This is an optimization exercise on Yosys and OpenROAD, whose aim is small area, not a production implementation. At most, simulation tests tie the RTL to the original design; equivalence was not proved. Power and IR drop assume default switching activity.

==> inputs of job 8426 <==
==> flow/design.v (excerpt) <==
module ReactionGame(
    input        CLOCK_50,
    input        reset,
    input  [1:0] KEY,
    output [9:0] LEDR,
    output [6:0] HEX0,
    output [6:0] HEX1
);
==> module ReactionGame, before the edit <==
module ReactionGame(
    input        CLOCK_50,
    input        reset,
    input  [1:0] KEY,
    output [9:0] LEDR,
    output [6:0] HEX0,
    output [6:0] HEX1
);
    reg [1:0] key_s1, key_s2, key_prev;
    always @(posedge CLOCK_50) begin
        key_s1   <= ~KEY;
        key_s2   <= key_s1;
        key_prev <= key_s2;
    end
    wire [1:0] key_edge = key_s2 & ~key_prev;
    reg [31:0] lfsr;
    always @(posedge CLOCK_50) begin
        if (reset) lfsr <= 32'hA5A5_A5A5;
        else       lfsr <= {lfsr[30:0], lfsr[31] ^ lfsr[21] ^ lfsr[1] ^ lfsr[0]};
    end
    localparam S_IDLE = 2'd0, S_AF = 2'd1, S_A = 2'd3, S_R = 2'd2;
    reg [1:0] state;
    reg       chosen;         
    reg [3:0] tens, ones;     
    reg [3:0] hi_t, hi_o, lo;
    wire lo_z = (lo == 4'd0);
    wire zero = lo_z && hi_t == 4'd12 && hi_o == 4'd5;
    wire correct  = chosen ? key_edge[1] : key_edge[0];
    wire any_edge = |key_edge;
    wire s99  = (tens == 4'd9) && (ones == 4'd9);
    wire s0   = (tens == 4'd0) && (ones == 4'd0);
    wire ge33 = (tens > 4'd3) || (tens == 4'd3 && ones >= 4'd3);
    wire [3:0] inc_t = (ones == 4'd9) ? tens + 4'd1 : tens;
    wire [3:0] inc_o = (ones == 4'd9) ? 4'd0 : ones + 4'd1;
    wire [3:0] dec_t = (ones == 4'd0) ? tens - 4'd1 : tens;
    wire [3:0] dec_o = (ones == 4'd0) ? 4'd9 : ones - 4'd1;
    reg [3:0] win_lo;
    always @(*) begin
        if (tens == 4'd0 && ones == 4'd0)                    win_lo = 4'd12;
        else if (tens == 4'd0 && ones <= 4'd8)               win_lo = 4'd11;
        else if (tens == 4'd0 || (tens == 4'd1 && ones <= 4'd6)) win_lo = 4'd10;
        else if (tens == 4'd1 || (tens == 4'd2 && ones <= 4'd4)) win_lo = 4'd9;
        else                                                 win_lo = 4'd8;
    end
    reg [11:0] idle_v;
    always @(*) begin
        case (reset ? 2'b01 : lfsr[1:0])
            2'b00:   idle_v = {4'd10, 4'd5, 4'd10};    
            2'b01:   idle_v = {4'd8,  4'd4, 4'd8};     
            2'b10:   idle_v = {4'd4,  4'd2, 4'd4};     
            default: idle_v = {4'd0,  4'd0, 4'd0};     
        endcase
    end
    always @(posedge CLOCK_50) begin
        if (reset || state == S_R) begin
            hi_t <= idle_v[11:8];
            hi_o <= idle_v[7:4];
            lo   <= idle_v[3:0];
        end else if (state == S_IDLE && zero) begin
            if (ge33) begin
                hi_t <= 4'd10; hi_o <= 4'd0; lo <= 4'd0;
            end else begin
                hi_t <= inc_t; hi_o <= inc_o; lo <= win_lo;
            end
        end else if (lo_z) begin
            lo <= 4'd11;
            if (hi_o == 4'd9) begin hi_o <= 4'd0; hi_t <= hi_t + 4'd1; end
            else hi_o <= hi_o + 4'd1;
        end else begin
            lo <= lo - 4'd1;
        end
        if (state == S_IDLE && zero)
            chosen <= lfsr[1];
        if (reset) begin
            state <= S_IDLE;
            tens <= 4'd0;
            ones <= 4'd0;
        end else begin
            case (state)
                S_IDLE: if (zero) state <= S_AF;
                S_R:    state <= S_IDLE;
                default: begin
                    if (correct) begin
                        if (!s99) begin tens <= inc_t; ones <= inc_o; end
                    end else if (any_edge || zero) begin
                        if (!s0) begin tens <= dec_t; ones <= dec_o; end
                    end
                    state <= (correct || any_edge || zero) ? S_R : S_A;
                end
            endcase
        end
    end
    wire lit = ~reset & state[1];    
    assign LEDR[9:2] = 8'b0;
    assign LEDR[1] = lit & chosen;
    assign LEDR[0] = lit & ~chosen;
    lab2 seg0(.x(ones), .seg(HEX0));
    lab2 seg1(.x(tens), .seg(HEX1));
endmodule
export LEC_CHECK = 0
export CAP_MARGIN = 20
export CORE_MARGIN = 2
export CORE_UTILIZATION = 40
export SLEW_MARGIN = 20
create_clock -name core_clock -period 25.0 [get_ports {CLOCK_50}]
run.sh (not shown) runs the stock make flow with config.mk's settings and CLKGATE_MAP_FILE= SYNTH_SCRIPT=/design/flow/synth_recipe.tcl, a recipe that flattens the netlist after the stock synthesis.
==> job 7869 (differences from job 8426) <==
--- a/flow/design.v
+++ b/flow/design.v
@@ -36,10 +36,13 @@
         key_prev <= key_s2;
     end
     wire [1:0] key_edge = key_s2 & ~key_prev;
-    reg [31:0] lfsr;
+    localparam [31:0] SEED = 32'hA5A5_A5A5;
+    reg  [31:0] lfsr_q;
+    wire [31:0] lfsr = lfsr_q ^ SEED;
+    wire        fb = lfsr[31] ^ lfsr[21] ^ lfsr[1] ^ lfsr[0];
     always @(posedge CLOCK_50) begin
-        if (reset) lfsr <= 32'hA5A5_A5A5;
-        else       lfsr <= {lfsr[30:0], lfsr[31] ^ lfsr[21] ^ lfsr[1] ^ lfsr[0]};
+        if (reset) lfsr_q <= 32'd0;
+        else       lfsr_q <= {lfsr[30:0], fb} ^ SEED;
     end
     localparam S_IDLE = 2'd0, S_AF = 2'd1, S_A = 2'd3, S_R = 2'd2;
     reg [1:0] state;
@@ -47,7 +50,7 @@
     reg [3:0] tens, ones;     
     reg [3:0] hi_t, hi_o, lo;
     wire lo_z = (lo == 4'd0);
-    wire zero = lo_z && hi_t == 4'd12 && hi_o == 4'd5;
+    wire zero = lo_z && hi_t == 4'd12 && hi_o == 4'd4;
     wire correct  = chosen ? key_edge[1] : key_edge[0];
     wire any_edge = |key_edge;
     wire s99  = (tens == 4'd9) && (ones == 4'd9);
@@ -68,10 +71,10 @@
     reg [11:0] idle_v;
     always @(*) begin
         case (reset ? 2'b01 : lfsr[1:0])
-            2'b00:   idle_v = {4'd10, 4'd5, 4'd10};    
-            2'b01:   idle_v = {4'd8,  4'd4, 4'd8};     
-            2'b10:   idle_v = {4'd4,  4'd2, 4'd4};     
-            default: idle_v = {4'd0,  4'd0, 4'd0};     
+            2'b00:   idle_v = {4'd10, 4'd4, 4'd10};    
+            2'b01:   idle_v = {4'd8,  4'd3, 4'd8};     
+            2'b10:   idle_v = {4'd4,  4'd1, 4'd4};     
+            default: idle_v = {4'd0,  4'd0, 4'd12};    
         endcase
     end
     always @(posedge CLOCK_50) begin
@@ -81,9 +84,9 @@
             lo   <= idle_v[3:0];
         end else if (state == S_IDLE && zero) begin
             if (ge33) begin
-                hi_t <= 4'd10; hi_o <= 4'd0; lo <= 4'd0;
+                hi_t <= 4'd9; hi_o <= 4'd9; lo <= 4'd0;
             end else begin
-                hi_t <= inc_t; hi_o <= inc_o; lo <= win_lo;
+                hi_t <= tens; hi_o <= ones; lo <= win_lo;
             end
         end else if (lo_z) begin
             lo <= 4'd11;
==> flow/flow/run.sh (new file) <==
#!/bin/bash
# Own layout flow: the standard synthesis, an area re-mapping of its
# combinational logic (flip-flops untouched), then the standard layout.
set -euo pipefail
W=$(pwd)
F=$W/flow
R=$W/orfs/results/$FLOW_PLATFORM/ReactionGame/base
LIB=$FLOW_HOME/platforms/$FLOW_PLATFORM/lib/sky130_fd_sc_hd__tt_025C_1v80.lib
DONTUSE=$(cat "$F/dontuse.txt")

bash standard.sh synth > "$W/log_synth.txt" 2>&1
cp "$R/1_2_yosys.v" "$W/std.v"

subst() { sed -e "s|@LIB@|$LIB|g" -e "s|@TOP@|$FLOW_TOP|g" -e "s|@ABC@|$F/abc.script|g" -e "s|@DONTUSE@|$DONTUSE|g" "$1"; }
subst "$F/reopt.ys" > "$W/reopt.ys"
subst "$F/equiv.ys" > "$W/equiv.ys"
if yosys -s "$W/reopt.ys" > "$W/log_reopt.txt" 2>&1 &&
   yosys -s "$W/equiv.ys" > "$W/log_equiv.txt" 2>&1; then
  cp "$W/out.v" "$R/1_2_yosys.v"
else
  echo "re-mapping not proven; keeping the standard netlist" >> "$W/log_equiv.txt"
fi
rm -f "$R/1_synth.odb" "$R/1_synth.sdc"
bash standard.sh BUFFER_PORTS_ARGS="-buffer_cell sky130_fd_sc_hd__buf_1" finish > "$W/log_finish.txt" 2>&1
==> flow/flow/abc.script (new file) <==
strash
&get -n
&deepsyn -T 60
&put
dch
amap
topo
==> flow/flow/dontuse.txt (new file) <==
-dont_use sky130_fd_sc_hd__lpflow_bleeder_1 -dont_use sky130_fd_sc_hd__lpflow_clkbufkapwr_1 -dont_use sky130_fd_sc_hd__lpflow_clkbufkapwr_16 -dont_use sky130_fd_sc_hd__lpflow_clkbufkapwr_2 -dont_use sky130_fd_sc_hd__lpflow_clkbufkapwr_4 -dont_use sky130_fd_sc_hd__lpflow_clkbufkapwr_8 -dont_use sky130_fd_sc_hd__lpflow_clkinvkapwr_1 -dont_use sky130_fd_sc_hd__lpflow_clkinvkapwr_16 -dont_use sky130_fd_sc_hd__lpflow_clkinvkapwr_2 -dont_use sky130_fd_sc_hd__lpflow_clkinvkapwr_4 -dont_use sky130_fd_sc_hd__lpflow_clkinvkapwr_8 -dont_use sky130_fd_sc_hd__lpflow_decapkapwr_12 -dont_use sky130_fd_sc_hd__lpflow_decapkapwr_3 -dont_use sky130_fd_sc_hd__lpflow_decapkapwr_4 -dont_use sky130_fd_sc_hd__lpflow_decapkapwr_6 -dont_use sky130_fd_sc_hd__lpflow_decapkapwr_8 -dont_use sky130_fd_sc_hd__lpflow_inputiso0n_1 -dont_use sky130_fd_sc_hd__lpflow_inputiso0p_1 -dont_use sky130_fd_sc_hd__lpflow_inputiso1n_1 -dont_use sky130_fd_sc_hd__lpflow_inputiso1p_1 -dont_use sky130_fd_sc_hd__lpflow_inputisolatch_1 -dont_use sky130_fd_sc_hd__lpflow_isobufsrc_1 -dont_use sky130_fd_sc_hd__lpflow_isobufsrc_16 -dont_use sky130_fd_sc_hd__lpflow_isobufsrc_2 -dont_use sky130_fd_sc_hd__lpflow_isobufsrc_4 -dont_use sky130_fd_sc_hd__lpflow_isobufsrc_8 -dont_use sky130_fd_sc_hd__lpflow_isobufsrckapwr_16 -dont_use sky130_fd_sc_hd__lpflow_lsbuf_lh_hl_isowell_tap_1 -dont_use sky130_fd_sc_hd__lpflow_lsbuf_lh_hl_isowell_tap_2 -dont_use sky130_fd_sc_hd__lpflow_lsbuf_lh_hl_isowell_tap_4 -dont_use sky130_fd_sc_hd__lpflow_lsbuf_lh_isowell_4 -dont_use sky130_fd_sc_hd__lpflow_lsbuf_lh_isowell_tap_1 -dont_use sky130_fd_sc_hd__lpflow_lsbuf_lh_isowell_tap_2 -dont_use sky130_fd_sc_hd__lpflow_lsbuf_lh_isowell_tap_4 -dont_use sky130_fd_sc_hd__probe_p_8 -dont_use sky130_fd_sc_hd__probec_p_8 
==> flow/flow/equiv.ys (new file) <==
# Check that out.v computes what std.v computes, with the flip-flops paired
# by instance name (a combinational proof between the registers).
read_liberty -ignore_miss_func @LIB@
read_verilog std.v
rename @TOP@ gold
read_verilog out.v
rename @TOP@ gate
hierarchy -check
flatten gold gate
delete t:$scopeinfo
rename -hide gold/w:_* gate/w:_*
opt_clean
equiv_make gold gate eq
hierarchy -top eq
equiv_simple
equiv_status -assert
==> flow/flow/reopt.ys (new file) <==
# Re-map the combinational logic of the standard synthesis for area. The
# flip-flop instances (names and cell types) are kept as they are.
read_liberty -ignore_miss_func @LIB@
read_verilog std.v
hierarchy -top @TOP@
setattr -mod -set keep_hierarchy 1 sky130_fd_sc_hd__*df* sky130_fd_sc_hd__*dl*
flatten
delete t:$scopeinfo
opt_clean -purge
select @TOP@
opt -full
abc -liberty @LIB@ @DONTUSE@ -script @ABC@
opt_clean -purge
hilomap -singleton -hicell sky130_fd_sc_hd__conb_1 HI -locell sky130_fd_sc_hd__conb_1 LO
splitnets
opt_clean -purge
write_verilog -noattr -nohex -nodec -selected out.v
==> flow/standard.sh (new file) <==
#!/bin/bash
# synth_recipe.tcl (not shown) runs the flow's synth.tcl, then flattens the netlist and writes it again
# the make line also repeats each setting of config.mk as NAME=value (left out here)
make -C /OpenROAD-flow-scripts/flow DESIGN_CONFIG=/design/flow/config.mk WORK_HOME=/design/flow/orfs CLKGATE_MAP_FILE= SYNTH_SCRIPT=/design/flow/synth_recipe.tcl "${@:-finish}"
removed: flow/run.sh
==> summary.txt <==
In job 8426 the die area is higher than in job 7869, by about 30%.
In job 7869 the global-route usage is higher than in job 8426, by 0.18 points.
Against job 7869, the register-to-register slack of job 8426 is higher by 0.62 ns.
In job 8426 the combinational power is larger than in job 7869, by 67%.
In job 8426 the area after synthesis is higher than in job 7869, by about 30%.
Against job 8426, the critical path depth of job 7869 is higher by 1.
Via count: job 7869 is lower than job 8426 (about 15%).
In job 7869 the final cell count is lower than in job 8426, by 14%.
==> figures <==
# nets final: job 7869 326; job 8426 371
Transition time of the tightest slew-check pin: job 7869 0.5633 ns; job 8426 0.7113 ns
PwrDens: job 7869 74.91 nW/um^2; job 8426 61.45 nW/um^2
Routed length on met2: job 7869 2092 um; job 8426 2765 um
Met2 usage: job 7869 23.44%; job 8426 23.47%
Relative slew slack: job 7869 62.10%; job 8426 52.51%
Total combinational power: job 7869 0.0000115 W; job 8426 0.0000192 W
Area-dominant cell class after layout: job 7869 flip-flops and latches; job 8426 multi-input combinational cells
Post-synthesis area per instance: job 7869 8.428 um^2; job 8426 9.004 um^2
Highest-delay cell along the critical path: job 7869 sky130_fd_sc_hd__buf_4; job 8426 sky130_fd_sc_hd__clkdlybuf4s50_1
Count of routing violations after the opening detailed-route iteration: job 7869 132; job 8426 98
Portion of total power attributed to sequential cells: job 7869 51.7%; job 8426 51.3%
Startpoint of the worst hold path: job 7869 key_s1[0]$_DFF_P_; job 8426 key_s1[1]$_DFF_P_
Switching portion of total power: job 7869 21.72%; job 8426 24.80%
Share of the final layout cell area in multi-input gates: job 7869 34.50%; job 8426 45.53%
Status: job 7869 complete, no violations; job 8426 complete, no violations
Area of the core region: job 7869 5851 um^2; job 8426 7647 um^2
Final area over synthesized area: job 7869 1.1699x; job 8426 1.1333x
The RTL of job 7869 was laid out without a check of its function.

-- port drivers added, routing unchanged --
How much do the figures lean on ideal ports? The routed layouts below were timed once more, with nothing changed but the port constraints. Step 1 assumes that a clkbuf_16 drives the clock port and a buf_2 every other input. Step 2 also shifts input and output timing later by t, the mid clock arrival at the registers, as if the neighbouring blocks saw the same clock. a / b / c = no drivers / after step 1 / after step 2; a / b = the first two.
| run | t (ns) | slack for setup (ns) | latest minus earliest clock arrival (ns) | slew at the worst register clock pin (ns) | cell pins on the clock port's net |
|---|---|---|---|---|---|
| job 8426 | 0.361 | 13.331 / 13.306 / 13.306 | 0.010 / 0.010 | 0.07 / 0.07 | 1 |
| job 7869 | 0.354 | 13.868 / 13.846 / 13.846 | 0.007 / 0.007 | 0.07 / 0.07 | 1 |
After both steps setup and hold are still met in every run listed. For job 8426, which loses most, drivers alone change the setup slack by -0.025 ns; drivers and shift together by -0.025 ns.
